Source: an optimization exercise on an open RTL-to-GDS flow (aim: small area). Production flows keep margins and buffers that such runs may drop.
No activity file was given, so power comes from the tool's default toggle rates.

// top
module top(y, x, c0, c1, c2, clk, rst);
input clk;
input rst;
input [7:0] x;
input [7:0] c0;
input [7:0] c1;
input [7:0] c2;
output [15:0] y;
reg [7:0] xd;
reg [7:0] c0d;
reg [15:0] s2q;
wire [7:0] xg;
wire [7:0] xdg;
gate_cell ug0 (.a(x[0]), .r(rst), .y(xg[0]));
gate_cell ugd0 (.a(xd[0]), .r(rst), .y(xdg[0]));
gate_cell ug1 (.a(x[1]), .r(rst), .y(xg[1]));
gate_cell ugd1 (.a(xd[1]), .r(rst), .y(xdg[1]));
gate_cell ug2 (.a(x[2]), .r(rst), .y(xg[2]));
gate_cell ugd2 (.a(xd[2]), .r(rst), .y(xdg[2]));
gate_cell ug3 (.a(x[3]), .r(rst), .y(xg[3]));
gate_cell ugd3 (.a(xd[3]), .r(rst), .y(xdg[3]));
gate_cell ug4 (.a(x[4]), .r(rst), .y(xg[4]));
gate_cell ugd4 (.a(xd[4]), .r(rst), .y(xdg[4]));
gate_cell ug5 (.a(x[5]), .r(rst), .y(xg[5]));
gate_cell ugd5 (.a(xd[5]), .r(rst), .y(xdg[5]));
gate_cell ug6 (.a(x[6]), .r(rst), .y(xg[6]));
gate_cell ugd6 (.a(xd[6]), .r(rst), .y(xdg[6]));
gate_cell ug7 (.a(x[7]), .r(rst), .y(xg[7]));
gate_cell ugd7 (.a(xd[7]), .r(rst), .y(xdg[7]));
wire [15:0] s2n;
wire p1;
wire p2;
wire p3;
wire p4;
wire p5;
wire p6;
wire p7;
wire p8;
wire p9;
wire p10;
wire p11;
wire p12;
wire p13;
wire p14;
wire p15;
wire p16;
wire p17;
wire p18;
wire p19;
wire p20;
wire p21;
wire p22;
wire p23;
wire p24;
wire p25;
wire p26;
wire p27;
wire p28;
wire p29;
wire p30;
wire p31;
wire p32;
wire p33;
wire p34;
wire p35;
wire p36;
wire p37;
wire p38;
wire p39;
wire p40;
wire p41;
wire p42;
wire p43;
wire p44;
wire p45;
wire p46;
wire p47;
wire p48;
wire p49;
wire p50;
wire p51;
wire p52;
wire p53;
wire p54;
wire p55;
wire p56;
wire p57;
wire p58;
wire p59;
wire p60;
wire p61;
wire p62;
wire p63;
wire p64;
wire p65;
wire p66;
wire p67;
wire p68;
wire p69;
wire p70;
wire p71;
wire p72;
wire p73;
wire p74;
wire p75;
wire p76;
wire p77;
wire p78;
wire p79;
wire p80;
wire p81;
wire p82;
wire p83;
wire p84;
wire p85;
wire p86;
wire p87;
wire p88;
wire p89;
wire p90;
wire p91;
wire p92;
wire p93;
wire p94;
wire p95;
wire p96;
wire p97;
wire p98;
wire p99;
  ...
Size in the first run: ~32 flip-flops, ~50 I/O pins, about 5700 um^2 of cells after synthesis.
export LEC_CHECK = 0
export CAP_MARGIN = 20
export CORE_MARGIN = 2
export CORE_UTILIZATION = 40
export CTS_BUF_LIST = sky130_fd_sc_hd__clkbuf_8
export SLEW_MARGIN = 20
export SYNTH_HIERARCHICAL = 1
export SYNTH_MINIMUM_KEEP_SIZE = 0
create_clock -name core_clock -period 10.0 [get_ports {clk}]
standard.sh (not shown) runs the stock make flow with config.mk's settings and CLKGATE_MAP_FILE= SYNTH_SCRIPT=/design/flow/synth_recipe.tcl, a recipe that flattens the netlist after the stock synthesis.
==> flow/flow/run.sh <==
#!/bin/bash
# The standard layout (standard.sh, unchanged synthesis and steps), with
# one difference: the buffers that global placement puts on every input and
# output port are the platform's smallest buffer, not the delay buffer that
# buffer_ports picks by default. The resizer may still upsize them later.
set -euo pipefail
export BUFFER_PORTS_ARGS="-buffer_cell sky130_fd_sc_hd__buf_1"
bash standard.sh > standard.log 2>&1
Change:
--- a/flow/design.v
+++ b/flow/design.v
@@ -3,38 +3,39 @@
 input rst;
 input [7:0] x;
 input [7:0] c0;
 input [7:0] c1;
 input [7:0] c2;
 output [15:0] y;
 reg [7:0] xd;
 reg [7:0] c0d;
 reg [15:0] s2q;
 wire [7:0] xg;
 wire [7:0] xdg;
-gate_cell ug0 (.a(x[0]), .r(rst), .y(xg[0]));
-gate_cell ugd0 (.a(xd[0]), .r(rst), .y(xdg[0]));
-gate_cell ug1 (.a(x[1]), .r(rst), .y(xg[1]));
-gate_cell ugd1 (.a(xd[1]), .r(rst), .y(xdg[1]));
-gate_cell ug2 (.a(x[2]), .r(rst), .y(xg[2]));
-gate_cell ugd2 (.a(xd[2]), .r(rst), .y(xdg[2]));
-gate_cell ug3 (.a(x[3]), .r(rst), .y(xg[3]));
-gate_cell ugd3 (.a(xd[3]), .r(rst), .y(xdg[3]));
-gate_cell ug4 (.a(x[4]), .r(rst), .y(xg[4]));
-gate_cell ugd4 (.a(xd[4]), .r(rst), .y(xdg[4]));
-gate_cell ug5 (.a(x[5]), .r(rst), .y(xg[5]));
-gate_cell ugd5 (.a(xd[5]), .r(rst), .y(xdg[5]));
-gate_cell ug6 (.a(x[6]), .r(rst), .y(xg[6]));
-gate_cell ugd6 (.a(xd[6]), .r(rst), .y(xdg[6]));
-gate_cell ug7 (.a(x[7]), .r(rst), .y(xg[7]));
-gate_cell ugd7 (.a(xd[7]), .r(rst), .y(xdg[7]));
+wire rstn = ~rst;
+and_cell ug0 (.a(x[0]), .b(rstn), .y(xg[0]));
+and_cell ugd0 (.a(xd[0]), .b(rstn), .y(xdg[0]));
+and_cell ug1 (.a(x[1]), .b(rstn), .y(xg[1]));
+and_cell ugd1 (.a(xd[1]), .b(rstn), .y(xdg[1]));
+and_cell ug2 (.a(x[2]), .b(rstn), .y(xg[2]));
+and_cell ugd2 (.a(xd[2]), .b(rstn), .y(xdg[2]));
+and_cell ug3 (.a(x[3]), .b(rstn), .y(xg[3]));
+and_cell ugd3 (.a(xd[3]), .b(rstn), .y(xdg[3]));
+and_cell ug4 (.a(x[4]), .b(rstn), .y(xg[4]));
+and_cell ugd4 (.a(xd[4]), .b(rstn), .y(xdg[4]));
+and_cell ug5 (.a(x[5]), .b(rstn), .y(xg[5]));
+and_cell ugd5 (.a(xd[5]), .b(rstn), .y(xdg[5]));
+and_cell ug6 (.a(x[6]), .b(rstn), .y(xg[6]));
+and_cell ugd6 (.a(xd[6]), .b(rstn), .y(xdg[6]));
+and_cell ug7 (.a(x[7]), .b(rstn), .y(xg[7]));
+and_cell ugd7 (.a(xd[7]), .b(rstn), .y(xdg[7]));
 wire [15:0] s2n;
 wire p1;
 wire p2;
 wire p3;
 wire p4;
 wire p5;
 wire p6;
 wire p7;
 wire p8;
 wire p9;
 wire p10;
After rerunning: The new run completed without violations. Core utilization came out lower by 0.39 points. Die area came out lower by about 2%. Total power came out lower by about 0.55%. Count of clock-buffer cells in the layout came out lower by 1. Fmax barely changes. Critical path depth is unchanged. Setup slack loses 0.0082 ns. Via count came out lower by 0.74%. Worst hold slack is about the same.
Function was not checked in any run of this note: the RTL went through the layout flow alone.

-- re-timing with driven ports --
The flow's constraints put no driver on any port. The routed layouts listed below were extracted and timed again, unchanged, in two steps. Step 1 assumes that a clkbuf_16 drives the clock port and a buf_2 every other input. Step 2 adds t to the input delays and takes it off the output delays; t is the mean of the earliest and latest rising clock arrival at the registers after step 1. Input paths then give back, and output paths get back, about the clock's delay inside the block. Slacks: ideal / step 1 / step 2; pairs: ideal / step 1.
run | t, ns | setup WS [ns] | latest minus earliest clock arrival (ns) | worst data-port slew with drivers (ns) | cell pins on the clock port's net
the first run | 0.322 | 0.839 / 0.813 / 0.813 | 0.010 / 0.009 | 0.04 | 1
the second run | 0.331 | 0.831 / 0.799 / 0.799 | 0.007 / 0.007 | 0.04 | 1
After both steps setup and hold are still met in every run listed. For the second run, which loses most, drivers alone change the setup slack by -0.032 ns; drivers and shift together by -0.032 ns.
